This is an optimization exercise on Yosys and OpenROAD, whose aim is small area and few clock cycles per item, not a production implementation. At most, simulation tests tie the RTL to the original design; equivalence was not proved. Function not checked in runs 2, 3, 5 and 6: the RTL went through the layout flow alone. No activity file was given, so power comes from the tool's default toggle rates.

==> flow/design.v <==
module CRC8(CRC, BITVAL, BITSTRB, ENABLE, CLEAR);
   input        BITVAL;                             
   input        BITSTRB;                            
   input        CLEAR;                              
   input 		ENABLE;
   output [7:0] CRC;                                
   reg    [7:0] CRC;                                
   wire         inv;
   assign inv = BITVAL ^ CRC[7];                    
   always @(posedge BITSTRB) begin
      if (CLEAR) begin
         CRC <= 0;                                  
         end
      else if(ENABLE) begin
         CRC[7] <= CRC[6];
         CRC[6] <= CRC[5];
         CRC[5] <= CRC[4];
         CRC[4] <= CRC[3];
         CRC[3] <= CRC[2];
         CRC[2] <= CRC[1] ^ inv;
         CRC[1] <= CRC[0] ^ inv;
         CRC[0] <= inv;
      end
   end
endmodule
module FIFO(dataIn, dataOut, count, isEmpty, isBusy, isFull, re, we, clk, reset);
  parameter MEM_SIZE = 8;
	input [7:0] dataIn;
  output [7:0] dataOut;
  output reg [MEM_SIZE:0] count;
  output isEmpty;
  output isBusy;
  output isFull;
  input re;
  input we;
  input clk;
  input reset;
  reg [7:0] mem [0:(1<<MEM_SIZE)-1];
  reg [MEM_SIZE-1:0] first;
  reg [MEM_SIZE-1:0] last;
	assign isEmpty = (count == 0);
  assign dataOut = mem[first];  
  assign isBusy = (re == 1 || we == 1);
  assign isFull = (count == (1<<MEM_SIZE));
  wire doWrite = we && !isFull;
  wire doRead = re && !isEmpty;
  always @(posedge clk) begin
    if(doWrite && !reset) begin
      mem[last] <= dataIn;
    end
  end
  always @(posedge clk) begin
    if(reset) begin
      first <= 0;
      last <= 0;
			count <= 0;
    end
    else begin
      if(doWrite) begin
        last <= last + 1;
      end
			if(doRead) begin
        first <= first + 1;
      end
      count <= count + doWrite - doRead;
    end
  end
endmodule
module Between_to_FIFO(
  output reg isFinish,
  output [7:0] CRC,
  output [3:0] error,
  output reg [7:0] forSent,
  output reg fifo_we,
  output reg trecieve,
  input t0,
  input t1,
  input t2,
  input t3,
  input t4,
  input t5,
  input t6,
  input t7,
  input tsent,
  input fifo_busy,
  input fifo_full,
  input clk,
  input enable,
  input reset );
  reg [2:0] state;
  reg crcEnable;
  reg crcBit;
  reg [2:0] i;
  assign error = 4'b0;
  CRC8 crc(CRC, crcBit, clk, crcEnable, reset);
  always @(posedge clk) begin
    if(reset) begin
      state <= 0;
      crcEnable <= 0;
      fifo_we <= 0;
      trecieve <= 0;
      isFinish <= 1;
    end
    else if(enable) begin
			case(state)
			0 : begin
				crcEnable <= 0;
				fifo_we <= 0;
				trecieve <= 0;
				isFinish <= 1;
				state <= 1;
			end
			1 : begin
				if(tsent == 1) begin
          trecieve <= 0;
          i <= 7;
					isFinish <= 0;
          forSent <= {t0,t1,t2,t3,t4,t5,t6,t7};
          state <= 2;
        end
			end
			2 : begin
				crcBit <= forSent[i]; 
				crcEnable <= 1;
        if(i == 0) begin
          state <= 3;
        end
        else i <= i - 1;
			end
			3 : begin
				crcEnable <= 0;
        if(!fifo_busy && !fifo_full) begin
          fifo_we <= 1;
          state <= 4;
        end
			end
			4 : begin
				fifo_we <= 0;
        state <= 5;
				trecieve <= 1;
			end
			5 : begin
				if(tsent == 0) begin
					state <= 0;
					trecieve <= 0;
				end
			end
			default : state <= 0;
			endcase
    end
  end
endmodule
module FIFO_to_out(
  output reg isFinish,
  output reg fifo_re,
  output reg [7:0] out_data,
  output reg out_start,
  input fifo_busy,
  input fifo_empty,
  input [7:0] fifo_data,
  input out_finish,
  input clk,
  input enable,
  input reset,
	output reg [2:0] state );
  wire take = fifo_busy == 0 && fifo_empty == 0 && out_finish;
  always @(posedge clk) begin
    if(reset) begin
      state <= 0;
      fifo_re <= 0;
      out_start <= 0;
      isFinish <= 1;
    end
    else if(enable) begin
      if(state == 0 || state == 1) begin
				if(take) begin
					isFinish <= 0;
					fifo_re <= 1;
					out_data <= fifo_data;
					state <= 2;        
				end
				else if(state == 0) begin
					fifo_re <= 0;
					isFinish <= 1;
					state <= 1;
				end
      end
      else if(state == 2) begin
        fifo_re <= 0;
        out_start <= 1;
        state <= 3;
      end
      else if(state == 3) begin
        if(out_finish) begin
          out_start <= 0;
          state <= 0;
        end
      end
      else begin
				state <= 0;
      end
    end
  end
endmodule
module Out_to_com(
  output reg isFinish,
  output reg tx,
  input isStart,
  input [7:0] data_raw,
  input clk,
  input enable,
  input reset );
  reg [2:0] state;
  wire parBit;
	reg [7:0] data;
  reg [2:0] i;
  assign parBit = ^data;
  always @(posedge clk) begin
    if(reset) begin
      state <= 0;
      tx <= 1;
      isFinish <= 1;
    end
    else if(enable) begin
      if(state == 0) begin
        isFinish <= 1;
        if(isStart) begin
          isFinish <= 0;
					data <= data_raw;
          state <= 1;
        end
      end
      else if(state == 1) begin
        tx <= 0;
        state <= 2;        
        i <= 0;
      end
      else if(state == 2) begin
        tx <= data[i];
        if(i == 7) begin
          state <= 3;
        end
        else i <= i + 1;
      end
      else if(state == 3) begin
        tx <= parBit;
        state <= 4;
      end
      else if(state == 4) begin
        tx <= 1;
        state <= 5;
      end
      else begin
        tx <= 1;
				isFinish <= 1;
        state <= 0;
      end
    end
  end
endmodule
module Task1B(
  input clk,
  input reset,
  input t0,
  input t1,
  input t2,
  input t3,
  input t4,
  input t5,
  input t6,
  input t7,
  input tsent,
  output trecieve,
  output tx,
  output [7:0] crc );
  wire isFifoEmpty;
  wire isFifoBusy;
  wire isFifoFull;
  wire [8:0] fifoCount;
  wire fifoRe;
  wire fifoWe;
  wire isFifoToOutFinish;
  wire isOutToComFinish;
  wire isBetweenToFifoFinish;
  wire [7:0] outData;
  wire [3:0] dataError;
  wire [2:0] fifoToOutState;
  wire isOutStart;
  wire [7:0] fifoDataIn;
  wire [7:0] fifoDataOut;
  localparam UART_COUNTER_RATE = 8;
  reg [$clog2(UART_COUNTER_RATE)-1:0] clkUARTcount;
  wire uartTick = (clkUARTcount == UART_COUNTER_RATE - 1);
  wire fifoReTick = fifoRe & uartTick;
  always @(posedge clk) begin
    if(reset || uartTick) begin
      clkUARTcount <= 0;
    end
    else begin
      clkUARTcount <= clkUARTcount + 1;
    end
  end
  Between_to_FIFO betweenToFifo(
    .isFinish(isBetweenToFifoFinish),
    .CRC(crc),
    .error(dataError),
    .forSent(fifoDataIn),
    .fifo_we(fifoWe),
    .trecieve(trecieve),
    .t0(t0), .t1(t1), .t2(t2), .t3(t3), .t4(t4), .t5(t5), .t6(t6), .t7(t7),
    .tsent(tsent),
    .fifo_busy(isFifoBusy),
    .fifo_full(isFifoFull),
    .clk(clk),
    .enable(1'b1),
    .reset(reset)
  );
  FIFO_to_out fifoToOut(
    .isFinish(isFifoToOutFinish), 
    .fifo_re(fifoRe), 
    .out_data(outData), 
    .out_start(isOutStart), 
    .fifo_busy(isFifoBusy), 
    .fifo_empty(isFifoEmpty), 
    .fifo_data(fifoDataOut), 
    .out_finish(isOutToComFinish), 
    .clk(clk), 
    .enable(uartTick),
    .reset(reset),
    .state(fifoToOutState)
  );
	Out_to_com outToCom(
    .isFinish(isOutToComFinish), 
    .tx(tx), 
    .isStart(isOutStart), 
    .data_raw(outData), 
    .clk(clk), 
    .enable(uartTick),
    .reset(reset)
  );
  FIFO #(.MEM_SIZE(8)) fo(
    .dataIn(fifoDataIn), 
    .dataOut(fifoDataOut), 
    .count(fifoCount), 
    .isEmpty(isFifoEmpty), 
    .isBusy(isFifoBusy), 
    .isFull(isFifoFull), 
    .re(fifoReTick), 
    .we(fifoWe), 
    .clk(clk), 
    .reset(reset)
  );
endmodule
==> flow/run.sh <==
#!/bin/bash
# synth_recipe.tcl (not shown) runs the flow's synth.tcl, then flattens the netlist and writes it again
# the make line also repeats each setting of config.mk as NAME=value (left out here)
make -C /OpenROAD-flow-scripts/flow DESIGN_CONFIG=/design/flow/config.mk WORK_HOME=/design/flow/orfs CLKGATE_MAP_FILE= SYNTH_SCRIPT=/design/flow/synth_recipe.tcl finish
==> flow/config.mk <==
export PLATFORM = sky130hd
export DESIGN_NAME = Task1B
export DESIGN_NICKNAME = Task1B
export VERILOG_FILES = /design/flow/design.v
export SDC_FILE = /design/flow/constraint.sdc
export NUM_CORES = 4
export LEC_CHECK = 0
export CAP_MARGIN = 20
export CORE_MARGIN = 2
export CORE_UTILIZATION = 40
export PLACE_DENSITY = 0.6
export SLEW_MARGIN = 20
==> flow/constraint.sdc <==
create_clock -name core_clock -period 8.0 [get_ports {clk}]
set_input_delay 1.6000 -clock core_clock [delete_from_list [all_inputs] [get_ports {clk}]]
set_output_delay 1.6000 -clock core_clock [all_outputs]
set_load 0.01 [all_outputs]
==> results by group, run 1 <==
Layout
  – Fin area: 93200 um2
  – Area growth from synthesis to layout: 11.7%
  – Fin cells: 7224
  – Share of cells above drive strength 1: 0.193
  – Final nets: 4298
  – Most frequent cells in the layout: 2079 x edfxtp_1, 433 x mux4_2, 340 x nor2_1
  – Commonest non-fill, non-tap cell in the layout: edfxtp_1

Logic synthesis
  – Syn Inst Count: between 4k and 5k
  – Number of synthesized register bits: 2130
  – Top FF cell, synth: edfxtp_1
  – Syn_nets: approximately 4.2k
  – Mapped Area: ~83000 um2
  – Synthesis Warnings: 6
  – Post-synth EDFFs: 2079
  – Synth unique cells: just under 80
  – Async SR Flop Fraction: 0
  – Syn_area_per_cell: 19.9 um2
  – Sequential area share after synthesis: 0.761

Critical path
  – Startpoint types: flop
  – Critical Path End Type: flop
  – Crit path max fanout: 77
  – CP arrival: between 5 and 6 ns
  – Worst reg-to-reg setup slack: about 3.2 ns
  – CP Data Required Time: between 8 and 9 ns
  – Crit path kind: flop to flop

Placement
  – DPL Wire Length: 140 mm
  – Placed instance area: 86700 um2
  – Placed insts: 6834
  – GPL Wtd Cong: ~0.90
  – Buffers on Ports: 20

Global routing
  – Number of global-route vias before repair: 42.0k
  – Initial antenna violation count: 10
  – Gr ovfl total: 0
  – Largest net degree at the start of global routing: 185
  – All-layer global routing usage: 0.221
  – First-pass GRT wire length: around 330 mm

Timing
  – Tmin final: 4.81 ns
  – Setup_tns: 0 ns
  – Final hold violation count: 0
  – Clk_skew: 0.0429 ns
  – Final period utilization: 0.601
  – Worst rel slew slack: 0.160
  – Hold_ws: 0.434 ns
  – Actual slew at the worst max-slew pin: roughly 1.3 ns
  – Max Clock Freq: 208 MHz
  – Fin. max-slew vios: 0
  – Final setup viols: 0
  – RSZ-0062 raised after global routing: no

Flow run
  – Maxcap violations: 0

Clock tree
  – H-Tree Level Count: 4
  – Post-cts resize count: 0
  – Max clock buf depth: 3
  – CTS clk-pin slew, worst paths: ~0.060 ns
  – CTS Buf Count: ~210
  – CTS root buffer: clkbuf_16
  – Post-CTS Setup Bufs: 0
  – Clock Latency Late Sink: 0.86 ns
  – CTS Hold Bufs: 0
  – CTS tree: done
  – CTS Sinks: 2130

Status
  – Status: finished clean

Floorplan
  – Die width: 461 um
  – DIE HEIGHT: 461 um
  – Initial Util: 0.402
  – Total die area: roughly 210000 um2
  – Row count: 167
  – I/O pin total: 21
  – Core Footprint: 207000 um2

Power
  – LEAKAGE: about 28 nW
  – Pwr Density: ~230 nW/um2
  – VDD IR max: 0.217 mV

Drt
  – DR WL/cell: 32.6 um
  – Drt drc: 0
  – Router iterations before antenna repair: 6
  – Final ANT Viol Nets: 0
  – Post-DR vias/cell: 5.96
  – DRT iter0 DRCs: between 5k and 6k
  – Routed WL: 236 mm
  – Vias: 43.0k

Worst hold path
  – Worst min path class: flop to flop
critical path, stage by stage (launching register included):
cell and delay [ns]:
dfxtp_4 0.69, buf_12 0.54, buf_4 0.61, mux4_2 0.61, nand2_1 0.10, a21oi_1 0.11
a2111oi_1 0.84, a211oi_1 0.30, a21oi_1 0.46, o41ai_1 0.12
worst paths after layout:
kind,startpoint,cells past startpoint,end
max,fo.first[0],9,fifoToOut.out_data[1]
min,clkUARTcount[0],1,clkUARTcount[0]
max reg2reg,fo.first[0],9,fifoToOut.out_data[1]
min reg2reg,clkUARTcount[0],1,clkUARTcount[0]
cells in the mapped netlist, drive strengths merged (5+ instances only):
master / instances / area, um2
edfxtp: 2079 / 62400
mux4: 438 / 9880
nor2: 345 / 1290
mux2i: 217 / 2170
buf: 140 / 1020
nand2: 124 / 465
clkbuf: 111 / 425
a21oi: 100 / 500
a22oi: 51 / 383
dfxtp: 51 / 1020
o21ai: 48 / 240
nand3: 39 / 195
a221oi: 37 / 324
o22ai: 37 / 231
a211oi: 25 / 188
ha: 23 / 288
inv: 23 / 86.3
nor2b: 22 / 138
xnor2: 21 / 184
o211ai: 20 / 150
a22o: 19 / 166
nand2b: 19 / 119
o221ai: 19 / 166
nor3: 17 / 85.1
a31oi: 14 / 87.6
and2: 11 / 68.8
nand4: 11 / 68.8
mux2: 10 / 113
xor2: 9 / 78.8
o31ai: 8 / 60.1
a2111oi: 7 / 61.3
nor3b: 7 / 52.6
a32oi: 6 / 52.6
or3: 6 / 37.5
o2111ai: 5 / 43.8
o311ai: 5 / 43.8
routing by layer:
layer / track usage / vias to the layer above / part of all wire
met1: 0.310 / 22810 / 0.40
li1: - / 17345 / -
met3: 0.0515 / 487 / 0.10
met2: 0.335 / 2380 / 0.46
met4: 0.0870 / 8 / 0.044
met5: 0.00253 / - / 0.00049
final cells by class:
class	count	area (um2)
Clock buffer	269	5630
Inverter	25	96.3
Fill cell	17589	114000
Tap cell	2788	3490
Sequential cell	2130	63500
Timing Repair Buffer	116	1100
Antenna cell	2	5.00
Clock inverter	118	841
Multi-Input combinational cell	1776	18500
kinds of logic (layout without fill, tap and decap cells):
logic type	after synthesis	count (layout)	share of synthesized area
AOI/OAI and AO/OA	436	436	0.0362
xor gates and xnor gates	30	30	0.00315
adders and majority gates	24	24	0.00369
buffers and inverters	276	528	0.0185
DFF	2130	2130	0.761
muxes	665	665	0.146
other	0	2	0
and+or+nand+nor	621	621	0.0320
power by group:
part | internal, mW | switching (mW) | total, mW
sequential | 12.2 | 0.0140 | 12.2
clock | 5.16 | 4.25 | 9.41
combinational | 0.0621 | 0.201 | 0.264
total | 17.4 | 4.47 | 21.9
per-stage QoR:
stage,util,setup slack (ns),power (mW)
3_5_place_dp,0.418,3.13,12.7
5_1_grt,0.450,3.11,22.4
2_1_floorplan,-,3.65,12.6
3_3_place_gp,0.418,2.84,12.7
4_1_cts,0.449,3.25,22.0
6_report,0.450,3.19,21.9
registers in the layout (all words and copies together) (netlist names):
name,cells
fo.mem,2048
fo.count,9
betweenToFifo.crc.CRC,8
betweenToFifo.forSent,8
fifoToOut.out_data,8
fo.first,8
fo.last,8
outToCom.data,8
betweenToFifo.i,3
betweenToFifo.state,3
clkUARTcount,3
outToCom.i,3
outToCom.state,3
fifoToOut.state,2
betweenToFifo.crcBit,1
betweenToFifo.crcEnable,1
betweenToFifo.fifo_we,1
betweenToFifo.trecieve,1
fifoToOut.fifo_re,1
fifoToOut.out_start,1
outToCom.isFinish,1
outToCom.tx,1
Testbench counts, summed over its fixed seeds: cycles 575,984, bytes 4,800.
==> inputs of run 2 (changes only) <==
==> flow/design.v (replaced) <==
module CRC8(
  input  [7:0] crc_in,
  input  [7:0] data,
  output [7:0] crc_out );
  function [7:0] step;
    input [7:0] c;
    input [7:0] b;
    integer k;
    reg [7:0] r;
    begin
      r = c;
      for (k = 7; k >= 0; k = k - 1)
        r = {r[6:0], 1'b0} ^ ((b[k] ^ r[7]) ? 8'h07 : 8'h00);
      step = r;
    end
  endfunction
  assign crc_out = step(crc_in, data);
endmodule
module FIFO(
  input        clk,
  input        reset,
  input  [7:0] dataIn,
  input        we,           
  input        re,           
  output       wready,       
  output       rready,       
  output [7:0] dataOut );
  reg [2047:0] ring;
  reg [7:0]    wpos;
  reg [7:0]    hpos;
  reg [8:0]    count;
  wire full  = count[8];
  wire empty = (count == 9'd0);
  assign wready = (wpos[3:0] == 4'd0) && !full;
  assign rready = (hpos[4:0] == 5'd0) && !empty;
  wire doWrite = we && wready;
  wire doRead  = re && rready;
  wire [7:0] rport [0:7];
  genvar k;
  generate
    for (k = 0; k < 8; k = k + 1) begin : rp
      assign rport[k] = ring[256*k +: 8];
    end
    for (k = 0; k < 256; k = k + 1) begin : st
      if (k % 16 == 0) begin : wp
        always @(posedge clk)
          ring[8*k +: 8] <= (doWrite && wpos[7:4] == k/16) ? dataIn : ring[8*((k+255)%256) +: 8];
      end else begin : sh
        always @(posedge clk)
          ring[8*k +: 8] <= ring[8*(k-1) +: 8];
      end
    end
  endgenerate
  assign dataOut = rport[hpos[7:5]];
  always @(posedge clk) begin
    if (reset) begin
      wpos  <= 8'd1;
      hpos  <= 8'd0;
      count <= 9'd0;
    end else begin
      wpos  <= wpos + {7'd0, !doWrite};
      hpos  <= hpos + {7'd0, !doRead};
      count <= count + {8'd0, doWrite} - {8'd0, doRead};
    end
  end
endmodule
module Task1B(
  input clk,
  input reset,
  input t0,
  input t1,
  input t2,
  input t3,
  input t4,
  input t5,
  input t6,
  input t7,
  input tsent,
  output reg trecieve,
  output reg tx,
  output reg [7:0] crc );
  wire [7:0] din = {t0, t1, t2, t3, t4, t5, t6, t7};
  wire       wready, rready;
  wire [7:0] fifoOut;
  wire [7:0] crcNext;
  wire accept = tsent && !trecieve && wready;
  always @(posedge clk) begin
    if (reset) begin
      trecieve <= 1'b0;
      crc      <= 8'd0;
    end else begin
      if (accept) begin
        trecieve <= 1'b1;
        crc      <= crcNext;
      end else if (!tsent) begin
        trecieve <= 1'b0;
      end
    end
  end
  CRC8 crc8(.crc_in(crc), .data(din), .crc_out(crcNext));
  reg  [2:0] sub;         
  reg        busy;        
  reg  [3:0] bitn;        
  reg        loaded;      
  reg  [7:0] sh;
  reg        par;
  wire       tick = (sub == 3'd7);
  wire       load = !loaded && (!busy || bitn[3] || (bitn == 4'd7 && tick)) && rready;
  wire       start = tick && loaded && (!busy || bitn == 4'd11);
  always @(posedge clk) begin
    if (reset) begin
      sub    <= 3'd0;
      busy   <= 1'b0;
      bitn   <= 4'd0;
      loaded <= 1'b0;
      tx     <= 1'b1;
    end else begin
      sub <= sub + 3'd1;
      if (load) begin
        sh     <= fifoOut;
        loaded <= 1'b1;
      end
      if (start) begin
        busy   <= 1'b1;
        bitn   <= 4'd0;
        loaded <= 1'b0;
        tx     <= 1'b0;
      end else if (tick && busy) begin
        bitn <= bitn + 4'd1;
        if (bitn == 4'd11) begin
          busy <= 1'b0;
        end else if (bitn[3]) begin
          tx <= (bitn == 4'd8) ? par : 1'b1;
        end else begin
          tx  <= sh[0];
          par <= (bitn == 4'd0 ? 1'b0 : par) ^ sh[0];
          if (!load) sh <= {1'b0, sh[7:1]};
        end
      end
    end
  end
  FIFO fo(
    .clk(clk), .reset(reset),
    .dataIn(din), .we(tsent && !trecieve), .re(load),
    .wready(wready), .rready(rready), .dataOut(fifoOut));
endmodule
--- a/flow/config.mk
+++ b/flow/config.mk
@@ -8,5 +8,7 @@
 export CAP_MARGIN = 20
 export CORE_MARGIN = 2
-export CORE_UTILIZATION = 40
-export PLACE_DENSITY = 0.6
+export CORE_UTILIZATION = 70
+export CTS_BUF_LIST = sky130_fd_sc_hd__clkbuf_8
+export CTS_CLUSTER_SIZE = 40
+export PLACE_DENSITY = 0.8
 export SLEW_MARGIN = 20
==> run 2 against run 1 <==
Net effect:
- still clean
- global-route usage is 3.1 points higher
- maximum frequency is 2.7% higher
- flip-flop and latch count is 29 lower
- sequential power is 11% lower
- die area is 68% lower
- clock power is 16% lower
- sequential share of layout area is 12 points higher
- first-iteration DRC count is 83% lower
- synthesized cell count is 38% lower
- critical path type unchanged
- critical endpoint is now fo.count[8]
==> results by group, run 2 <==
Critical path
  – Worst reg-to-reg setup slack: 3.32 ns
  – Critical Path End Type: flop
  – Reg-to-reg endpoint: fo.count[8]
  – Worst r2r path cells: 16
  – Crit path kind: flop to flop
  – Worst r2r src: sub[0]
  – CP Data Required Time: 8.80 ns
  – CP arrival: ~5.5 ns
  – Startpoint types: flop
  – Crit path max fanout: 19

Timing
  – Final period utilization: 0.585
  – Clk_skew: around 0.06 ns
  – Tmin final: 4.68 ns
  – Setup_tns: 0 ns
  – Fin. max-slew vios: 0
  – Final hold violation count: 0
  – Final worst slack: 3.32 ns
  – RSZ-0062 raised after global routing: no
  – Actual slew at the worst max-slew pin: 1.15 ns
  – Hold_ws: 0.271 ns
  – Max Clock Freq: 214 MHz
  – Worst rel slew slack: 0.232
  – Final setup viols: 0

Global routing
  – Gr ovfl total: 0
  – GR Layer Usage met1: 0.313
  – Busiest grt layer: met2
  – Number of global-route vias before repair: ~22k
  – Met2 GRT Util: 0.414
  – First-pass GRT wire length: 125 mm
  – Grt met3 use: 0.0631
  – All-layer global routing usage: 0.253
  – Initial antenna violation count: 5
  – Largest net degree at the start of global routing: 40

Layout
  – Final nets: 2889
  – Biggest registers after layout: fo.ring: 2048 flops, fo.count: 9 flops
  – # fillers: 2533
  – Max FFs per register: 2048
  – Share of cells above drive strength 1: 0.184
  – Largest Register: fo.ring
  – Storage element area: around 42000 um2
  – Most frequent cells in the layout: 2092 x dfxtp_1, 358 x clkbuf_8, 138 x mux2_2
  – Area of the multi-input gates: 3480 um2
  – Area growth from synthesis to layout: 14.7%
  – Util after Layout: 0.814
  – Commonest non-fill, non-tap cell in the layout: dfxtp_1

Logic synthesis
  – Top FF cell, synth: dfxtp_1
  – Commonest cells post-synth: 2092 x dfxtp_1, 138 x mux2_2, 46 x nor2_1, 32 x nand2_1, 27 x clkbuf_1
  – Sequential area share after synthesis: 0.919
  – Synthesis Warnings: 3
  – Yosys top cell area share: 0.913
  – Most instantiated library cell after synthesis: dfxtp_1
  – Async SR Flop Fraction: 0
  – Syn_area_per_cell: 17.8 um2
  – Area leader, netlist: dfxtp_1
  – Post-synth EDFFs: 9
  – Number of synthesized register bits: 2101
  – Synth unique cells: 50
  – Mapped Area: 45900 um2
  – Largest cells by area after synthesis: dfxtp_1 91%, mux2_2 3.4%, edfxtp_1 0.59%, ha_1 0.55%, xnor2_1 0.50%
  – Syn_nets: 2604
  – Syn Inst Count: 2572

Drt
  – Final ANT Viol Nets: 0
  – DR WL/cell: 21.0 um
  – Router iterations before antenna repair: 5
  – Routed WL: 81.9 mm
  – Drt drc: 0
  – Post-DR vias/cell: 4.89
  – DRT iter0 DRCs: 1020
  – Vias: 19.1k

Power
  – Tot Pwr: 19.5 mW
  – NetSw: 4.32 mW
  – LEAKAGE: ~22 nW
  – VDD IR max: 0.303 mV
  – Sequential share of power: 0.558
  – Clk pwr share: 0.408
  – P_int: 15.1 mW
  – Sw Ratio: 0.222
  – Pwr Density: 370 nW/um2
  – Comb pwr share: 0.034

Clock tree
  – H-Tree Level Count: 5
  – Clock Latency Late Sink: 0.89 ns
  – CTS Buf Count: 293
  – CTS Sinks: 2101
  – CTS clk-pin slew, worst paths: ~0.070 ns
  – Max clock buf depth: 4
  – Post-CTS Setup Bufs: 0
  – CTS tree: done
  – CTS root buffer: clkbuf_8
  – Post-cts resize count: 0
  – CTS Hold Bufs: 0

Floorplan
  – I/O pin total: 21
  – Total die area: a little under 70000 um2
  – Core Footprint: approximately 65000 um2
  – Die width: 260 um
  – DIE HEIGHT: roughly 260 um
  – Initial Util: 0.710
  – Row count: 93

Placement
  – Buffers on Ports: 20
  – DPL Wire Length: 40.1 mm
  – Post-placement setup slack: 3.19 ns
  – GPL Wtd Cong: just under 0.8

Flow run
  – Maxcap violations: 0

Worst hold path
  – Min-Delay Endpoint: fo.ring[832]
  – Worst min path class: flop to flop
  – Min-Delay Startpoint: fo.ring[824]
  – Hold path cells: 0

Status
  – Status: finished clean
-- run 2: cells by family after synthesis --
kind of cell,share of synthesized area
and+or+nand+nor,0.0148
muxes,0.0386
buffers and inverters,0.00488
xor gates and xnor gates,0.00840
AOI/OAI and AO/OA,0.00824
adders and majority gates,0.00589
DFF,0.919
-- run 2: layout make-up --
type                       instances  share of cell area
clock inverter                   128              0.0125
inverter                          20             0.00143
antenna                            1           0.0000476
tap                              855              0.0203
timing repair buffer              25             0.00423
sequential                      2101               0.801
multi-input combinational        416              0.0663
clock buffer                     358              0.0937
-- run 2: per-layer routing --
layer	vias to the layer above	share of wire
li1	8786	-
met1	9348	0.42
met2	698	0.49
met3	255	0.051
met4	0	0.041
met5	-	0
-- run 2: per-stage QoR --
step | area, um2 | cells
after floorplan | 45900 | 2572
after global placement | 47000 | 3417
after detailed placement | 47000 | 3417
after CTS | 52600 | 3903
after global routing | 52600 | 3904
final | 52600 | 3904
-- run 2: critical path, stage by stage (launching register included) --
cell and delay (ns):
dfxtp_1 0.36, ha_1 0.17, ha_1 0.35, a31oi_1 0.14, or4_4 0.53, a31oi_4 0.53, ha_1 0.35, inv_1 0.08
ha_1 0.19, inv_1 0.08, fa_1 0.44, nand2b_1 0.17, a21oi_1 0.22, o21ai_0 0.19, a211oi_1 0.45, o21ai_0 0.17
a21oi_1 0.17
-- run 2: worst max-delay path by stage --
stage / startpoint / depth (start not counted) / slack, ns / end
4_1_cts: sub[0] / 16 / 3.52 / fo.count[8]
3_3_place_gp: tsent / 13 / 3.38 / fo.count[8]
2_1_floorplan: tsent / 12 / 4.38 / fo.count[8]
6_report: sub[0] / 16 / 3.32 / fo.count[8]
5_1_grt: sub[0] / 16 / 3.14 / fo.count[8]
3_5_place_dp: tsent / 13 / 3.19 / fo.count[8]
-- run 2: power groups by stage --
stage	registers, mW	logic (mW)	clock network, mW
floorplan	11.0	0.415	0
global placement	11.0	0.498	0
detailed placement	11.1	0.555	0
CTS	10.9	0.643	8.08
global route	10.9	0.697	8.51
finish	10.9	0.664	7.94
==> inputs of run 3 (changes only) <==
--- a/flow/config.mk
+++ b/flow/config.mk
@@ -10,5 +10,6 @@
 export CORE_UTILIZATION = 70
 export CTS_BUF_LIST = sky130_fd_sc_hd__clkbuf_8
-export CTS_CLUSTER_SIZE = 40
+export CTS_CLUSTER_DIAMETER = 50
+export CTS_CLUSTER_SIZE = 20
 export PLACE_DENSITY = 0.8
 export SLEW_MARGIN = 20
==> run 3 against run 2 <==
Net effect:
- wire length down 19%
- largest cell class unchanged
- combinational power shrank 13%
- flip-flop and latch count unchanged
- hold slack improved by 0.034 ns
==> results by group, run 3 <==
Timing
  – Setup_tns: 0 ns
  – Worst rel slew slack: 0.218
  – Clk_skew: 0.0457 ns
  – Final worst slack: 3.55 ns
  – RSZ-0062 raised after global routing: no
  – Tmin final: 4.45 ns
  – Final period utilization: 0.557
  – Hold_ws: 0.305 ns
  – Max Clock Freq: ~220 MHz
  – Actual slew at the worst max-slew pin: 1.17 ns
  – Fin. max-slew vios: 0
  – Final setup viols: 0
  – Final hold violation count: 0

Floorplan
  – DIE HEIGHT: 260 um
  – Core Footprint: 64600 um2
  – Total die area: 67600 um2
  – Row count: 93
  – Initial Util: 0.710
  – I/O pin total: 21
  – Die width: 260 um

Critical path
  – Largest delay share family, worst path: compound AO/OA/AOI/OAI gates
  – Worst reg-to-reg setup slack: ~3.5 ns
  – Most frequent cell on the critical path: ha_1
  – CP peak stage delay: 0.53 ns
  – Crit path max fanout: 19
  – Startpoint types: flop
  – Crit path kind: flop to flop
  – Worst path slowest cell: or4_4
  – Crit-path cells: ha_1, ha_1, a31oi_1, or4_4, a31oi_4, ha_1, inv_1, ha_1, inv_1, fa_1, nand2b_1, a21oi_1, o21ai_0, a211oi_1, o21ai_0, a21oi_1
  – Critical Path End Type: flop
  – CP Data Required Time: 8.70 ns
  – CP arrival: 5.15 ns
  – Worst Path Buf+Inv: 2

Power
  – Sw Ratio: 0.212
  – P_int: 12.4 mW
  – Clk pwr share: 0.276
  – LEAKAGE: 19.6 nW
  – Comb pwr share: 0.037
  – Tot Pwr: 15.8 mW
  – VDD IR max: 0.279 mV
  – Pwr Density: 322 nW/um2
  – Sequential share of power: 0.687
  – NetSw: 3.35 mW

Logic synthesis
  – Most instantiated library cell after synthesis: dfxtp_1
  – XOR/XNOR share of the synthesized area: 0.00840
  – Mux contribution to synthesized area: 0.0386
  – Post-Synth Adder-Cell Area: 0.00589
  – Number of synthesized register bits: 2101
  – Largest family of logic cells by synthesized area: multiplexers
  – Post-Synth Simple-Gate Area: 0.0148
  – Syn_area_per_cell: 17.8 um2
  – Syn_nets: between 2k and 3k
  – Area leader, netlist: dfxtp_1
  – Syn Inst Count: approximately 2.6k
  – Post-synth EDFFs: 9
  – Complex-gate fraction of the synthesized area: 0.00824
  – Synth unique cells: 50
  – Mapped Area: 45900 um2
  – Async SR Flop Fraction: 0
  – Largest cells by area after synthesis: dfxtp_1 91%, mux2_2 3.4%, edfxtp_1 0.59%, ha_1 0.55%, xnor2_1 0.50%
  – Commonest cells post-synth: 2092 x dfxtp_1, 138 x mux2_2, 46 x nor2_1, 32 x nand2_1, 27 x clkbuf_1
  – Yosys top cell area share: 0.913
  – Sequential area share after synthesis: 0.919
  – Top FF cell, synth: dfxtp_1
  – Synthesis Warnings: 3

Global routing
  – Largest net degree at the start of global routing: 40
  – All-layer global routing usage: 0.201
  – Gr ovfl total: 0
  – Number of global-route vias before repair: around 18k
  – First-pass GRT wire length: 101 mm
  – Initial antenna violation count: 4

Clock tree
  – CTS tree: done
  – CTS Buf Count: 119
  – H-Tree Level Count: 3
  – Max clock buf depth: 3
  – Post-cts resize count: 0
  – CTS Sinks: 2101
  – Post-CTS Setup Bufs: 0
  – Clock Latency Late Sink: 0.78 ns
  – CTS root buffer: clkbuf_8
  – CTS clk-pin slew, worst paths: 0.12 ns
  – CTS Hold Bufs: 0

Flow run
  – Maxcap violations: 0

Layout
  – Fin area: ~49000 um2
  – Util after Layout: 0.758
  – Fin cells: 3570
  – Share of cells above drive strength 1: 0.111
  – Biggest registers after layout: fo.ring: 2048 flops, fo.count: 9 flops
  – Commonest non-fill, non-tap cell in the layout: dfxtp_1
  – Max FFs per register: 2048
  – Most frequent cells in the layout: 2092 x dfxtp_1, 138 x mux2_2, 125 x clkbuf_8
  – Largest Register: fo.ring
  – Final nets: 2715
  – Area growth from synthesis to layout: 6.76%

Drt
  – Routed WL: ~66 mm
  – Drt drc: 0
  – DR WL/cell: 18.5 um
  – Final ANT Viol Nets: 0
  – Router iterations before antenna repair: 5
  – Vias: around 17k
  – Post-DR vias/cell: 4.77
  – DRT iter0 DRCs: 778

Worst hold path
  – Worst min path class: flop to flop

Placement
  – Buffers on Ports: 20
  – Placed instance area: 47000 um2
  – Post-placement setup slack: 3.19 ns
  – Placed insts: ~3.4k
  – DPL Wire Length: 40.1 mm
  – GPL Wtd Cong: 0.770

Status
  – Status: finished clean
run 3: cells by family (layout without fill, tap and decap cells):
group / Yosys count / in the layout
multiplexers: 151 / 151
flip-flops: 2101 / 2101
XOR/XNOR: 44 / 44
AND/OR/NAND/NOR: 137 / 137
other: 0 / 4
adder cells (fa/ha/maj): 21 / 21
AO/OA/AOI/OAI: 63 / 63
buffers and inverters: 55 / 194
run 3: area by class of cell:
class | instances | area, um2
flip-flops and latches | 2101 | 42200
fillers | 3307 | 15600
multi-input cells | 416 | 3480
clock buffers | 125 | 1720
well taps | 855 | 1070
repair buffers | 25 | 233
clock inverters | 24 | 214
inverters | 20 | 75.1
diodes | 4 | 10.0
run 3: path summary, 6_finish.rpt:
kind,end,cells after the start,from
max,fo.count[8],16,sub[0]
min,fo.ring[1049],0,fo.ring[1041]
max reg2reg,fo.count[8],16,sub[0]
min reg2reg,fo.ring[1049],0,fo.ring[1041]
run 3: worst register-to-register path: stages, from the launching register on:
cell and delay, ns:
dfxtp_1 0.37, ha_1 0.15, ha_1 0.28, a31oi_1 0.14, or4_4 0.53, a31oi_4 0.47
ha_1 0.33, inv_1 0.06, ha_1 0.18, inv_1 0.07, fa_1 0.41, nand2b_1 0.16
a21oi_1 0.19, o21ai_0 0.19, a211oi_1 0.46, o21ai_0 0.21, a21oi_1 0.17
run 3: power groups by stage:
stage	sequential [mW]	clock [mW]	combinational (mW)
6_report	10.8	4.36	0.579
5_1_grt	10.9	4.81	0.634
4_1_cts	10.8	4.46	0.566
3_5_place_dp	11.1	0	0.555
3_3_place_gp	11.0	0	0.498
2_1_floorplan	11.0	0	0.415
run 3: metal layers:
metal  track usage  part of all wire  vias to the layer above
met3        0.0340             0.039                      130
met5             0                 0                        -
met4        0.0758             0.030                        0
li1              -                 -                     8290
met2         0.327              0.47                      324
met1         0.273              0.46                     8285
==> inputs of run 4 (changes only) <==
--- a/flow/design.v
+++ b/flow/design.v
@@ -106,5 +106,5 @@
   reg        par;
   wire       tick = (sub == 3'd7);
-  wire       load = !loaded && (!busy || bitn[3] || (bitn == 4'd7 && tick)) && rready;
+  wire       load = !loaded && (!busy || bitn[3]) && rready;
   wire       start = tick && loaded && (!busy || bitn == 4'd11);
   always @(posedge clk) begin
@@ -135,5 +135,5 @@
           tx  <= sh[0];
           par <= (bitn == 4'd0 ? 1'b0 : par) ^ sh[0];
-          if (!load) sh <= {1'b0, sh[7:1]};
+          sh  <= {1'b0, sh[7:1]};
         end
       end
==> flow/config.mk (replaced) <==
export PLATFORM = sky130hd
export DESIGN_NAME = Task1B
export DESIGN_NICKNAME = Task1B
export VERILOG_FILES = /design/flow/design.v
export SDC_FILE = /design/flow/constraint.sdc
export NUM_CORES = 4
export LEC_CHECK = 0
export CAP_MARGIN = 20
export CORE_MARGIN = 2
export CORE_UTILIZATION = 40
export PLACE_DENSITY = 0.6
export SLEW_MARGIN = 20
==> run 4 against run 3 <==
Net effect:
- clock power rose by 93%
- final cell count rose by 24%
- critical path depth fell by 3
- wire length fell by 2.5%
- die area rose by 74%
- largest cell class unchanged
- hold slack improved by 0.0026 ns
- sequential power barely moved
- still clean on timing, DRC and antenna
- cell area rose by 10%
- area after synthesis rose by 0.11%
- sequential share of layout area fell by 7.8 points
- core utilization fell by 29 points
- highest routed layer unchanged
- first-iteration DRC count rose by 11%
==> results by group, run 4 <==
Worst hold path
  – Worst min path class: flop to flop
  – Hold path cells: 0
  – Min-Delay Startpoint: fo.ring[452]
  – Min-Delay Endpoint: fo.ring[460]

Global routing
  – Initial antenna violation count: 8
  – Largest net degree at the start of global routing: a little over 40
  – All-layer global routing usage: 0.112
  – Number of global-route vias before repair: about 18k
  – First-pass GRT wire length: between 100 and 150 mm
  – Gr ovfl total: 0

Floorplan
  – Core Footprint: 114000 um2
  – I/O pin total: 21
  – Total die area: 117000 um2
  – DIE HEIGHT: 343 um
  – Die width: between 300 and 400 um
  – Initial Util: 0.403
  – Row count: 124

Drt
  – Routed WL: between 60 and 70 mm
  – Drt drc: 0
  – DR WL/cell: 14.6 um
  – Vias: 17.4k
  – Post-DR vias/cell: ~3.9
  – Final ANT Viol Nets: 0
  – DRT iter0 DRCs: 863
  – Router iterations before antenna repair: 5

Power
  – Pwr Density: 366 nW/um2
  – Tot Pwr: 19.7 mW
  – LEAKAGE: 21.5 nW
  – VDD IR max: about 0.20 mV

Clock tree
  – CTS Buf Count: 172
  – Post-CTS Setup Bufs: 0
  – CTS Sinks: 2101
  – CTS clk-pin slew, worst paths: 0.07 ns
  – CTS tree: done
  – H-Tree Level Count: 4
  – Clock Latency Late Sink: 0.75 ns
  – CTS Hold Bufs: 0
  – CTS root buffer: clkbuf_16
  – Post-cts resize count: 0
  – Max clock buf depth: 3

Logic synthesis
  – Sequential area share after synthesis: 0.918
  – Number of synthesized register bits: 2101
  – Most instantiated library cell after synthesis: dfxtp_1
  – Yosys top cell area share: 0.912
  – Syn Inst Count: roughly 2.6k
  – Synthesis Warnings: 3
  – Mapped Area: 45900 um2
  – Syn_nets: 2623
  – Synth unique cells: between 50 and 60
  – Area leader, netlist: dfxtp_1
  – Largest cells by area after synthesis: dfxtp_1 91%, mux2_2 3.0%, edfxtp_1 0.59%, ha_1 0.55%, xnor2_1 0.48%
  – Async SR Flop Fraction: 0
  – Top FF cell, synth: dfxtp_1
  – Post-synth EDFFs: 9
  – Syn_area_per_cell: 17.7 um2
  – Commonest cells post-synth: 2092 x dfxtp_1, 122 x mux2_2, 45 x nor2_1, 27 x clkbuf_1, 25 x xnor2_1

Layout
  – Max FFs per register: 2048
  – Final nets: about 2.8k
  – Largest Register: fo.ring
  – Share of cells above drive strength 1: 0.150
  – # fillers: 9483
  – Commonest non-fill, non-tap cell in the layout: dfxtp_1
  – Biggest registers after layout: fo.ring: 2048 flops, fo.count: 9 flops
  – Most frequent cells in the layout: 2092 x dfxtp_1, 175 x clkbuf_16, 122 x mux2_2
  – Area growth from synthesis to layout: 17.3%
  – Fin area: 53800 um2
  – Storage element area: 42200 um2
  – Area of the multi-input gates: 3530 um2
  – Fin cells: 4416

Critical path
  – Critical Path End Type: flop
  – Worst path slowest cell: clkdlybuf4s50_1
  – CP arrival: 4.97 ns
  – Worst Setup SP: tsent
  – Startpoint types: primary input
  – Crit path kind: primary input to flop
  – Worst r2r path cells: 16
  – Worst reg-to-reg setup slack: roughly 4.4 ns
  – Crit-path cells: clkdlybuf4s50_1, nor4b_2, nand2_1, inv_2, ha_1, inv_1, fa_1, nand2b_1, a21oi_1, o21ai_0, a211oi_1, o21ai_0, a21oi_1
  – Reg-to-reg endpoint: fo.count[8]
  – Worst r2r src: fo.count[7]
  – CP Data Required Time: 8.66 ns
  – Crit path max fanout: 13
  – CP peak stage delay: about 0.67 ns

Placement
  – Buffers on Ports: 20
  – Post-placement setup slack: 3.01 ns
  – GPL Wtd Cong: a little under 0.8
  – DPL Wire Length: 37.3 mm
  – Placed insts: 4096
  – Placed instance area: roughly 48000 um2

Timing
  – Tmin final: 4.30 ns
  – Max Clock Freq: 233 MHz
  – Final worst slack: 3.70 ns
  – Setup_tns: 0 ns
  – Final hold violation count: 0
  – Worst rel slew slack: 0.496
  – Final period utilization: 0.538
  – Actual slew at the worst max-slew pin: 0.755 ns
  – Clk_skew: 0.0200 ns
  – Fin. max-slew vios: 0
  – RSZ-0062 raised after global routing: no
  – Final setup viols: 0

Flow run
  – Maxcap violations: 0

Status
  – Status: finished clean
## run 4: cell type report
type / instances / share of cell area
multi-input combinational: 432 / 0.0655
sequential: 2101 / 0.783
timing repair buffer: 31 / 0.00525
clock inverter: 71 / 0.0171
inverter: 20 / 0.00139
antenna: 4 / 0.000186
clock buffer: 245 / 0.0925
tap: 1512 / 0.0351
## run 4: routing by layer
layer,wire [um],vias to the layer above,global-route usage
met1,33000,8263,0.161
met2,26600,347,0.160
li1,-,8622,-
met5,0,-,0
met4,1710,0,0.0456
met3,3160,144,0.0274
## run 4: how the worst max path moves through the flow
stage | endpoint | slack [ns] | depth (start not counted)
finish | fo.count[8] | 3.70 | 13
global route | fo.count[8] | 3.51 | 13
CTS | fo.count[8] | 3.81 | 13
detailed placement | fo.count[8] | 3.01 | 13
global placement | fo.count[8] | 2.99 | 13
floorplan | fo.count[8] | 4.38 | 12
## run 4: worst max-delay path: cells and delay by family
kind                       cells  cell delay, ns
AOI/OAI and AO/OA              5            0.94
adders and majority gates      2            0.61
buffers and inverters          3            1.00
and+or+nand+nor                3            0.80
## run 4: where the power goes
part	switching [mW]	total (mW)	internal (mW)	leakage [nW]
sequential	0.108	10.8	10.7	17.0
clock	3.63	8.42	4.79	2.88
combinational	0.273	0.489	0.216	1.67
total	4.01	19.7	15.7	21.5
## run 4: logic make-up after synthesis
| logic type | share of synthesized area |
|---|---|
| compound gates | 0.0106 |
| xor+xnor | 0.00856 |
| fa+ha+maj | 0.00589 |
| buf+inv | 0.00501 |
| flops | 0.918 |
| mux | 0.0347 |
| simple gates | 0.0170 |
## run 4: per-stage QoR
step	utilization	hold WS [ns]
2_1_floorplan	-	0.310
3_3_place_gp	0.420	0.310
3_5_place_dp	0.420	0.312
4_1_cts	0.472	0.301
5_1_grt	0.472	0.305
6_report	0.472	0.308
Testbench counts of run 4, summed over its fixed seeds: cycles 465,776, bytes 4,800.
==> inputs of run 5 (changes only) <==
--- a/flow/design.v
+++ b/flow/design.v
@@ -27,10 +27,11 @@
   output [7:0] dataOut );
   reg [2047:0] ring;
-  reg [7:0]    wpos;
+  reg [7:0]    tpos;
   reg [7:0]    hpos;
-  reg [8:0]    count;
-  wire full  = count[8];
-  wire empty = (count == 9'd0);
-  assign wready = (wpos[3:0] == 4'd0) && !full;
+  reg          wlast;
+  wire same  = (tpos == hpos);
+  wire full  = same && wlast;
+  wire empty = same && !wlast;
+  assign wready = (tpos[3:0] == 4'd15) && !full;
   assign rready = (hpos[4:0] == 5'd0) && !empty;
   wire doWrite = we && wready;
@@ -45,5 +46,5 @@
       if (k % 16 == 0) begin : wp
         always @(posedge clk)
-          ring[8*k +: 8] <= (doWrite && wpos[7:4] == k/16) ? dataIn : ring[8*((k+255)%256) +: 8];
+          ring[8*k +: 8] <= (doWrite && tpos[7:4] == (k+255)%256/16) ? dataIn : ring[8*((k+255)%256) +: 8];
       end else begin : sh
         always @(posedge clk)
@@ -55,11 +56,11 @@
   always @(posedge clk) begin
     if (reset) begin
-      wpos  <= 8'd1;
+      tpos  <= 8'd0;
       hpos  <= 8'd0;
-      count <= 9'd0;
+      wlast <= 1'b0;
     end else begin
-      wpos  <= wpos + {7'd0, !doWrite};
+      tpos  <= tpos + {7'd0, !doWrite};
       hpos  <= hpos + {7'd0, !doRead};
-      count <= count + {8'd0, doWrite} - {8'd0, doRead};
+      if (doWrite != doRead) wlast <= doWrite;
     end
   end
@@ -106,5 +107,5 @@
   reg        par;
   wire       tick = (sub == 3'd7);
-  wire       load = !loaded && (!busy || bitn[3]) && rready;
+  wire       load = !loaded && (!busy || bitn[3] || (bitn == 4'd7 && tick)) && rready;
   wire       start = tick && loaded && (!busy || bitn == 4'd11);
   always @(posedge clk) begin
@@ -135,5 +136,5 @@
           tx  <= sh[0];
           par <= (bitn == 4'd0 ? 1'b0 : par) ^ sh[0];
-          sh  <= {1'b0, sh[7:1]};
+          if (!load) sh <= {1'b0, sh[7:1]};
         end
       end
--- a/flow/config.mk
+++ b/flow/config.mk
@@ -8,5 +8,8 @@
 export CAP_MARGIN = 20
 export CORE_MARGIN = 2
-export CORE_UTILIZATION = 40
-export PLACE_DENSITY = 0.6
+export CORE_UTILIZATION = 85
+export CTS_BUF_LIST = sky130_fd_sc_hd__clkbuf_8
+export CTS_CLUSTER_DIAMETER = 45
+export CTS_CLUSTER_SIZE = 24
+export PLACE_DENSITY = 0.9
 export SLEW_MARGIN = 20
==> run 5 against run 4 <==
Net effect:
- the run now fails in 3_5_place_dp
- area after synthesis shrank 0.39%
- synthesized cell count shrank 1.9%
==> results by group, run 5 <==
Status
  – Status: aborted with a tool error
  – Stopping stage: 3_5_place_dp
  – Error msg: Error: detail_place.tcl, 38 bad optional access

Floorplan
  – Initial Util: 0.855
  – DIE HEIGHT: 236 um
  – Row count: 85
  – Die width: 236 um
  – I/O pin total: 21

Placement
  – Buffers on Ports: 20
  – GPL Wtd Cong: 0.869

Logic synthesis
  – Syn_nets: 2562
  – Post-synth EDFFs: 9
  – Mapped Area: 45700 um2
  – Yosys top cell area share: 0.912
  – Synthesis Warnings: 3
  – Number of synthesized register bits: approximately 2.1k
  – Top FF cell, synth: dfxtp_1
  – Commonest cells post-synth: 2084 x dfxtp_1, 124 x mux2_2, 42 x nor2_1, 24 x xnor2_1, 22 x a21oi_1
  – Synth unique cells: 62
  – Syn Inst Count: 2543
  – Sequential area share after synthesis: 0.918
  – Syn_area_per_cell: 18.0 um2
  – Async SR Flop Fraction: 0
  – Area leader, netlist: dfxtp_1
  – Most instantiated library cell after synthesis: dfxtp_1
  – Largest cells by area after synthesis: dfxtp_1 91%, mux2_2 3.1%, edfxtp_1 0.59%, xnor2_1 0.46%, mux2_4 0.36%
[run 5: changes by cell type after synthesis, moves of 8 or more]
| cell | delta |
|---|---|
| dfxtp_1 | -8 |
| nand2_2 | -12 |
| nand2_1 | -9 |
| ha_1 | -12 |
| mux2_4 | +11 |
| o21ai_0 | +12 |
| a31oi_1 | -9 |
| inv_1 | -8 |
| mux2_1 | -8 |
| clkbuf_1 | -13 |
| nand2b_1 | -8 |
[run 5: kinds of logic after synthesis]
logic type,Yosys count,share of synthesized area
AOI/OAI and AO/OA,78,0.0116
xor gates and xnor gates,42,0.00867
adders and majority gates,8,0.00219
buffers and inverters,51,0.00698
DFF,2093,0.918
muxes,143,0.0359
and+or+nand+nor,128,0.0165
[run 5: power groups by stage]
stage	Sequential [mW]	Clock (mW)	Combinational (mW)
floorplan	10.7	0	0.132
global placement	10.7	0	0.167
[run 5: worst min-delay path by stage]
stage	startpoint	slack, ns	endpoint
after floorplan	fo.ring[992]	0.31	fo.ring[1000]
after global placement	fo.ring[1434]	0.31	fo.ring[1442]
[run 5: per-stage QoR]
stage,total power [mW],area [um2]
floorplan,10.9,45700
global placement,10.9,46600
==> inputs of run 6 (changes only) <==
--- a/flow/config.mk
+++ b/flow/config.mk
@@ -10,6 +10,6 @@
 export CORE_UTILIZATION = 85
 export CTS_BUF_LIST = sky130_fd_sc_hd__clkbuf_8
-export CTS_CLUSTER_DIAMETER = 45
-export CTS_CLUSTER_SIZE = 24
+export CTS_CLUSTER_DIAMETER = 50
+export CTS_CLUSTER_SIZE = 20
 export PLACE_DENSITY = 0.9
 export SLEW_MARGIN = 20
==> run 6 against run 5 <==
Net effect:
- the run again fails in 3_5_place_dp
- area after synthesis unchanged
- synthesized cell count did not move
==> results by group, run 6 <==
Status
  – Status: aborted with a tool error
  – Stopping stage: 3_5_place_dp
  – Error msg: Error: detail_place.tcl, 38 bad optional access

Floorplan
  – Die width: 236 um
  – DIE HEIGHT: 236 um
  – Initial Util: 0.855
  – Row count: 85
  – I/O pin total: 21

Logic synthesis
  – XOR/XNOR share of the synthesized area: 0.00867
  – Synthesis Warnings: 3
  – Syn_area_per_cell: 18.0 um2
  – Commonest cells post-synth: 2084 x dfxtp_1, 124 x mux2_2, 42 x nor2_1, 24 x xnor2_1, 22 x a21oi_1
  – Post-synth EDFFs: 9
  – Syn Inst Count: 2543
  – Yosys top cell area share: 0.912
  – Area leader, netlist: dfxtp_1
  – Synth unique cells: 62
  – Complex-gate fraction of the synthesized area: 0.0116
  – Mux contribution to synthesized area: 0.0359
  – Post-Synth Simple-Gate Area: 0.0165
  – Async SR Flop Fraction: 0
  – Sequential area share after synthesis: 0.918
  – Largest cells by area after synthesis: dfxtp_1 91%, mux2_2 3.1%, edfxtp_1 0.59%, xnor2_1 0.46%, mux2_4 0.36%
  – Mapped Area: approximately 46000 um2
  – Post-Synth Adder-Cell Area: 0.00219
  – Most instantiated library cell after synthesis: dfxtp_1
  – Number of synthesized register bits: 2093
  – Syn_nets: 2562
  – Largest family of logic cells by synthesized area: multiplexers
  – Top FF cell, synth: dfxtp_1

Placement
  – Buffers on Ports: 20
  – GPL Wtd Cong: 0.869
==> run 6: cell counts after synthesis <==
No cell type changed its count.
==> run 6: worst max-delay path by stage <==
| stage | from | to | slack (ns) | cells past startpoint |
|---|---|---|---|---|
| floorplan | tsent | fo.tpos[6] | 4.79 | 10 |
| global placement | tsent | fo.tpos[6] | 3.40 | 10 |
==> run 6: power groups by stage <==
stage	clock network [mW]	logic [mW]	registers, mW
floorplan	0	0.132	10.7
global placement	0	0.167	10.7
==> run 6: cells by family after synthesis <==
family,after synthesis
muxes,143
buffers and inverters,51
xor gates and xnor gates,42
adders and majority gates,8
DFF,2093
AOI/OAI and AO/OA,78
and+or+nand+nor,128
==> run 6: per-stage QoR <==
step	cell area, um2	total power [mW]	instances
after global placement	46600	10.9	3227
after floorplan	45700	10.9	2543
==> inputs of run 7 (changes only) <==
--- a/flow/design.v
+++ b/flow/design.v
@@ -44,7 +44,10 @@
     end
     for (k = 0; k < 256; k = k + 1) begin : st
-      if (k % 16 == 0) begin : wp
+      if (k % 32 == 0) begin : wpe
         always @(posedge clk)
-          ring[8*k +: 8] <= (doWrite && tpos[7:4] == (k+255)%256/16) ? dataIn : ring[8*((k+255)%256) +: 8];
+          ring[8*k +: 8] <= ~((doWrite && tpos[7:4] == (k+255)%256/16) ? ~dataIn : ring[8*((k+255)%256) +: 8]);
+      end else if (k % 16 == 0) begin : wpo
+        always @(posedge clk)
+          ring[8*k +: 8] <= ~((doWrite && tpos[7:4] == (k+255)%256/16) ? dataIn : ring[8*((k+255)%256) +: 8]);
       end else begin : sh
         always @(posedge clk)
--- a/flow/config.mk
+++ b/flow/config.mk
@@ -8,8 +8,8 @@
 export CAP_MARGIN = 20
 export CORE_MARGIN = 2
-export CORE_UTILIZATION = 85
+export CORE_UTILIZATION = 60
 export CTS_BUF_LIST = sky130_fd_sc_hd__clkbuf_8
 export CTS_CLUSTER_DIAMETER = 50
 export CTS_CLUSTER_SIZE = 20
-export PLACE_DENSITY = 0.9
+export PLACE_DENSITY = 0.7
 export SLEW_MARGIN = 20
==> run 7 against run 6 <==
Net effect:
- the run now finishes clean
- area after synthesis is 0.45% lower
- synthesized cell count about the same
==> results by group, run 7 <==
Critical path
  – CP peak stage delay: 0.64 ns
  – Crit path max fanout: 3
  – Worst r2r path cells: 11
  – CP Data Required Time: between 6 and 7 ns
  – Worst Path Buf+Inv: 1
  – CP arrival: 1.95 ns
  – Worst path slowest cell: clkdlybuf4s50_1
  – Crit path kind: flop to output pin
  – Worst reg-to-reg setup slack: 4.94 ns
  – Reg-to-reg endpoint: fo.hpos[6]
  – Startpoint types: flop
  – Largest delay share family, worst path: buffers and inverters
  – Worst r2r src: sub[0]
  – Crit-path cells: clkdlybuf4s50_1
  – Critical Path End Type: output pin

Drt
  – Met1 Wirelength: 30.2 mm
  – Met2 WL: 26.9 mm
  – DRT iter0 DRCs: ~900
  – Post-DR vias/cell: 4.48
  – Routed WL: 61.6 mm
  – DR WL/cell: approximately 17 um
  – Vias: roughly 17k
  – Highest routed layer: met4
  – Drt drc: 0
  – Router iterations before antenna repair: 7
  – Final ANT Viol Nets: 0
  – Met3 WL: 2.54 mm

Power
  – Comb pwr share: 0.010
  – NetSw: between 3 and 4 mW
  – Sw Ratio: 0.202
  – LEAKAGE: 20.3 nW
  – P_int: 12.2 mW
  – Clk pwr share: 0.307
  – Sequential share of power: 0.683
  – Pwr Density: 312 nW/um2
  – VDD IR max: 0.214 mV

Placement
  – GPL Wtd Cong: 0.808
  – Placed instance area: 46800 um2
  – DPL Wire Length: 37.9 mm
  – Buffers on Ports: 20

Timing
  – Clk_skew: 0.0371 ns
  – Final hold violation count: 0
  – Max Clock Freq: 282 MHz
  – Setup_tns: 0 ns
  – Actual slew at the worst max-slew pin: 0.743 ns
  – Final period utilization: 0.444
  – Final setup viols: 0
  – RSZ-0062 raised after global routing: no
  – Worst rel slew slack: 0.504
  – Fin. max-slew vios: 0
  – Tmin final: approximately 3.5 ns
  – Hold_ws: 0.310 ns

Layout
  – Max FFs per register: 2048
  – Commonest non-fill, non-tap cell in the layout: dfxtp_1
  – Util after Layout: 0.651
  – # fillers: 5108
  – Area growth from synthesis to layout: 8.04%
  – Share of cells above drive strength 1: 0.0765
  – Final nets: around 2.7k
  – Most frequent cells in the layout: 2084 x dfxtp_1, 148 x mux2i_1, 141 x clkbuf_8
  – Fin area: just under 50000 um2
  – Largest Register: fo.ring

Logic synthesis
  – Sequential area share after synthesis: 0.922
  – Syn_area_per_cell: 17.9 um2
  – Most instantiated library cell after synthesis: dfxtp_1
  – Async SR Flop Fraction: 0
  – Syn_nets: 2560
  – Largest cells by area after synthesis: dfxtp_1 92%, mux2i_1 3.3%, edfxtp_1 0.59%, xnor2_1 0.42%, xor2_1 0.38%
  – Commonest cells post-synth: 2084 x dfxtp_1, 148 x mux2i_1, 36 x nor2_1, 22 x xnor2_1, 21 x inv_1
  – Post-synth EDFFs: 9
  – Area leader, netlist: dfxtp_1
  – Top FF cell, synth: dfxtp_1
  – Mapped Area: 45500 um2
  – Syn Inst Count: about 2.5k
  – Number of synthesized register bits: 2093
  – Synth unique cells: 49
  – Synthesis Warnings: 3
  – Yosys top cell area share: 0.916

Clock tree
  – CTS tree: done
  – Clock Latency Late Sink: just over 0.8 ns
  – Max clock buf depth: 3
  – CTS Hold Bufs: 0
  – CTS Buf Count: 131
  – CTS clk-pin slew, worst paths: 0.11 ns
  – CTS Sinks: 2093
  – H-Tree Level Count: 4
  – CTS root buffer: clkbuf_8
  – Post-CTS Setup Bufs: 0
  – Post-cts resize count: 0

Global routing
  – Number of global-route vias before repair: 16.9k
  – All-layer global routing usage: 0.162
  – Gr ovfl total: 0
  – Initial antenna violation count: 9
  – First-pass GRT wire length: between 90 and 100 mm
  – Largest net degree at the start of global routing: 33

Worst hold path
  – Worst min path class: flop to flop
  – Min-Delay Startpoint: fo.ring[1349]
  – Hold path cells: 0
  – Min-Delay Endpoint: fo.ring[1357]

Floorplan
  – Die width: 279 um
  – Total die area: 78100 um2
  – Initial Util: 0.602
  – Row count: 101
  – DIE HEIGHT: between 200 and 300 um
  – I/O pin total: 21
  – Core Footprint: 75600 um2

Status
  – Status: finished clean

Flow run
  – Maxcap violations: 0
## run 7: final cells by class
class	count	area (um2)	share of cell area
antenna	4	10.0	0.000204
timing repair buffer	30	275	0.00560
multi-input combinational	393	3260	0.0664
clock inverter	39	392	0.00796
sequential	2093	42000	0.854
clock buffer	141	1940	0.0395
inverter	23	86.3	0.00176
tap	978	1220	0.0249
## run 7: cell families after synthesis
family	synth area share
buf+inv	0.00610
fa+ha+maj	0.00220
simple gates	0.0172
compound gates	0.0105
xor+xnor	0.00910
flops	0.922
mux	0.0325
## run 7: layer usage
metal	vias to the layer above	track usage
met5	-	0
met4	0	0.0718
met3	142	0.0372
met2	280	0.248
met1	7887	0.224
li1	8274	-
## run 7: worst max-delay path by stage
stage               startpoint             to  slack [ns]  cells after the start
floorplan                   t6         crc[2]        4.99                      6
global placement         tsent     fo.tpos[6]        3.85                     11
detailed placement       tsent  fo.ring[1926]        3.85                      7
CTS                   trecieve       trecieve        4.35                      1
global route          trecieve       trecieve        4.36                      1
finish                trecieve       trecieve        4.45                      1
## run 7: stage by stage
stage | total power [mW] | setup WS (ns) | instances
3_3_place_gp | 10.9 | 3.85 | 3517
2_1_floorplan | 10.8 | 4.99 | 2541
4_1_cts | 15.5 | 4.35 | 3697
5_1_grt | 15.9 | 4.36 | 3698
3_5_place_dp | 10.9 | 3.85 | 3517
6_report | 15.3 | 4.45 | 3701
## run 7: power by group through the flow
| stage | clock network [mW] | registers (mW) | logic, mW |
|---|---|---|---|
| 2_1_floorplan | 0 | 10.7 | 0.115 |
| 3_3_place_gp | 0 | 10.7 | 0.154 |
| 3_5_place_dp | 0 | 10.7 | 0.159 |
| 4_1_cts | 4.86 | 10.5 | 0.160 |
| 5_1_grt | 5.25 | 10.5 | 0.174 |
| 6_report | 4.70 | 10.5 | 0.158 |
Testbench counts of run 7, summed over its fixed seeds: cycles 460,976, bytes 4,800.
==> inputs of run 8 (changes only) <==
==> flow/config.mk (replaced) <==
export PLATFORM = sky130hd
export DESIGN_NAME = Task1B
export DESIGN_NICKNAME = Task1B
export VERILOG_FILES = /design/flow/design.v
export SDC_FILE = /design/flow/constraint.sdc
export NUM_CORES = 4
export LEC_CHECK = 0
export ABC_AREA = 1
export CAP_MARGIN = 20
export CORE_MARGIN = 2
export CORE_UTILIZATION = 70
export CTS_BUF_LIST = sky130_fd_sc_hd__clkbuf_8
export CTS_CLUSTER_DIAMETER = 40
export CTS_CLUSTER_SIZE = 16
export PLACE_DENSITY = 0.8
export SLEW_MARGIN = 20
==> run 8 against run 7 <==
Net effect:
- cell area increased by 2.0%
- clock power increased by 14%
- setup slack got worse by 0.19 ns
- die area decreased by 13%
- global-route usage increased by 6.6 points
- maximum frequency decreased by 5.0%
- critical endpoint is now fo.tpos[7]
- still clean on timing, DRC and antenna
- non-clock buffer count decreased by 2
- hold slack got worse by 0.016 ns
- clock skew increased by 0.020 ns
- sequential share of layout area decreased by 1.6 points
- area after synthesis increased by 1.4%
==> results by group, run 8 <==
Critical path
  – Crit path max fanout: 23
  – Worst reg-to-reg setup slack: roughly 4.3 ns
  – CP peak stage delay: 0.73 ns
  – CP arrival: about 4.4 ns
  – Worst path slowest cell: nand3_2
  – Most frequent cell on the critical path: nand2_1
  – Critical Path End Type: flop
  – Reg-to-reg endpoint: fo.tpos[7]
  – Worst r2r path cells: 13
  – Crit path kind: flop to flop
  – Startpoint types: flop
  – CP Data Required Time: 8.67 ns
  – Crit-path cells: inv_1, nand2_1, nand2_1, nand2_1, nor2_1, nand3_2, nand2_2, ha_1, nand3_1, nor4_1, nand2_1, o21ai_0, a21oi_1
  – Worst r2r src: fo.hpos[5]

Status
  – Status: finished clean

Global routing
  – Number of global-route vias before repair: roughly 20k
  – First-pass GRT wire length: 113 mm
  – Gr ovfl total: 0
  – GR Layer Usage met1: 0.291
  – Largest net degree at the start of global routing: 27
  – Initial antenna violation count: 6
  – Busiest grt layer: met2
  – Met2 GRT Util: 0.376
  – All-layer global routing usage: 0.228
  – Grt met3 use: 0.0494

Worst hold path
  – Min-Delay Endpoint: fo.ring[1619]
  – Hold path cells: 0
  – Worst min path class: flop to flop
  – Min-Delay Startpoint: fo.ring[1611]

Floorplan
  – I/O pin total: 21
  – Initial Util: 0.704
  – Die width: roughly 260 um
  – Total die area: between 60000 and 70000 um2
  – DIE HEIGHT: 261 um
  – Row count: 94
  – Core Footprint: 65500 um2

Layout
  – Final nets: roughly 3.2k
  – Largest Register: fo.ring
  – Share of cells above drive strength 1: 0.0751
  – Util after Layout: 0.765
  – Commonest non-fill, non-tap cell in the layout: dfxtp_1
  – Area growth from synthesis to layout: 8.68%
  – Most frequent cells in the layout: 2084 x dfxtp_1, 302 x nand2_1, 195 x inv_1
  – Max FFs per register: 2048
  – # fillers: 3411

Power
  – VDD IR max: 0.238 mV
  – LEAKAGE: 20.9 nW
  – Pwr Density: 320 nW/um2

Timing
  – Tmin final: 3.74 ns
  – Actual slew at the worst max-slew pin: about 1.2 ns
  – Max Clock Freq: 268 MHz
  – RSZ-0062 raised after global routing: no
  – Clk_skew: 0.0573 ns
  – Worst rel slew slack: 0.200
  – Setup_tns: 0 ns
  – Final period utilization: 0.467
  – Final hold violation count: 0
  – Hold_ws: 0.294 ns
  – Final setup viols: 0
  – Final worst slack: 4.26 ns
  – Fin. max-slew vios: 0

Clock tree
  – CTS clk-pin slew, worst paths: approximately 0.09 ns
  – Post-cts resize count: 0
  – CTS tree: done
  – H-Tree Level Count: 4
  – Post-CTS Setup Bufs: 0
  – CTS root buffer: clkbuf_8
  – CTS Buf Count: 161
  – Max clock buf depth: 3
  – CTS Sinks: 2093
  – CTS Hold Bufs: 0
  – Clock Latency Late Sink: 0.83 ns

Logic synthesis
  – Most instantiated library cell after synthesis: dfxtp_1
  – Async SR Flop Fraction: 0
  – Synth unique cells: 29
  – Syn_area_per_cell: 15.5 um2
  – Sequential area share after synthesis: 0.910
  – Post-synth EDFFs: 9
  – Syn Inst Count: 2980
  – Area leader, netlist: dfxtp_1
  – Synthesis Warnings: 3
  – Largest cells by area after synthesis: dfxtp_1 90%, nand2_1 2.5%, inv_1 1.5%, o21ai_0 1.2%, nor2_1 0.64%
  – Top FF cell, synth: dfxtp_1
  – Syn_nets: about 3k
  – Number of synthesized register bits: 2093
  – Yosys top cell area share: 0.904
  – Commonest cells post-synth: 2084 x dfxtp_1, 302 x nand2_1, 186 x inv_1, 107 x o21ai_0, 79 x nor2_1
  – Mapped Area: around 46000 um2

Drt
  – Vias: 19.3k
  – DR WL/cell: approximately 19 um
  – Post-DR vias/cell: 4.74
  – Final ANT Viol Nets: 0
  – Router iterations before antenna repair: 5
  – Routed WL: around 76 mm
  – DRT iter0 DRCs: 1111
  – Drt drc: 0

Placement
  – GPL Wtd Cong: 0.828
  – Post-placement setup slack: 3.83 ns
  – Buffers on Ports: 20
  – DPL Wire Length: between 40 and 50 mm

Flow run
  – Maxcap violations: 0
==> run 8: cell types whose count changed after synthesis, moves of 43 or more <==
cell / previous run / this run
nand2_1: 19 / 302
o21ai_0: 11 / 107
nor2_1: 36 / 79
mux2i_1: 148 / 0
inv_1: 21 / 186
nand3_1: 13 / 57
==> run 8: worst max-delay path by stage <==
stage                          start         end  slack (ns)  cells past startpoint
after floorplan                tsent  fo.tpos[6]        4.81                     11
after CTS                         tx          tx        4.32                      1
after detailed placement       tsent  fo.tpos[6]        3.83                     12
after global placement         tsent  fo.tpos[4]        3.83                     12
after global routing      fo.hpos[5]  fo.tpos[7]        4.01                     13
final                     fo.hpos[5]  fo.tpos[7]        4.26                     13
==> run 8: power breakdown <==
part | internal [mW] | switching [mW] | total, mW
Sequential | 10.5 | 0.0229 | 10.5
Clock | 2.24 | 3.11 | 5.35
Combinational | 0.0684 | 0.137 | 0.205
==> run 8: kinds of logic after synthesis <==
| group | count (synthesis) | share of synthesized area |
|---|---|---|
| AOI/OAI and AO/OA | 162 | 0.0177 |
| xor gates and xnor gates | 18 | 0.00342 |
| DFF | 2093 | 0.910 |
| and+or+nand+nor | 476 | 0.0459 |
| buffers and inverters | 223 | 0.0207 |
| adders and majority gates | 8 | 0.00217 |
==> run 8: routing by layer <==
| layer | share of wire | routed length, um | up-vias |
|---|---|---|---|
| li1 | - | - | 9428 |
| met1 | 0.43 | 32800 | 9261 |
| met2 | 0.48 | 36500 | 410 |
| met3 | 0.045 | 3430 | 165 |
| met4 | 0.037 | 2780 | 0 |
| met5 | 0 | 0 | - |
==> run 8: critical path: cells and delay by family, from the launching register on <==
kind / cells / cell delay (ns)
AOI/OAI and AO/OA: 2 / 0.23
DFF: 1 / 0.55
adders and majority gates: 1 / 0.24
and+or+nand+nor: 9 / 2.19
buffers and inverters: 1 / 0.34
==> run 8: per-stage QoR <==
step                total power, mW  std cells  cell area [um2]
global route                   16.6       4060            50100
finish                         16.0       4060            50100
CTS                            16.2       4059            50100
global placement               10.9       3837            47200
floorplan                      10.9       2980            46100
detailed placement             10.9       3837            47200
==> run 8: final cells by class <==
class                      instances  area, um2  area share
antenna                            1       2.50   0.0000499
sequential                      2093      42000       0.837
inverter                         188        706      0.0141
clock inverter                    45        470     0.00938
clock buffer                     177       2440      0.0486
tap                              864       1080      0.0216
timing repair buffer              28        260     0.00519
multi-input combinational        664       3200      0.0638

re-timing with driven ports:
The flow's constraints put no driver on any port. The routed layouts listed below were extracted and timed again, unchanged, in two steps. Step 1 sets driving cells, clkbuf_16 on the clock port and buf_2 on the other inputs (assumed; they add their load-dependent delay and slew). Step 2 times the ports against the registers' clock, not the clock port: input delays grow and output delays shrink by t, the midpoint of the rising clock arrivals with the driver on. a / b / c = no drivers / after step 1 / after step 2; a / b = the first two.
run	t (ns)	setup slack, ns
run 1	0.938	3.193 / 3.193 / 3.003
run 2	0.934	3.320 / 3.320 / 2.654
run 3	0.808	3.546 / 3.546 / 2.822
run 4	0.803	3.699 / 3.738 / 2.934
run 7	0.845	4.452 / 4.393 / 3.838
run 8	0.863	4.265 / 4.265 / 3.774
After both steps every run listed still meets setup and hold.
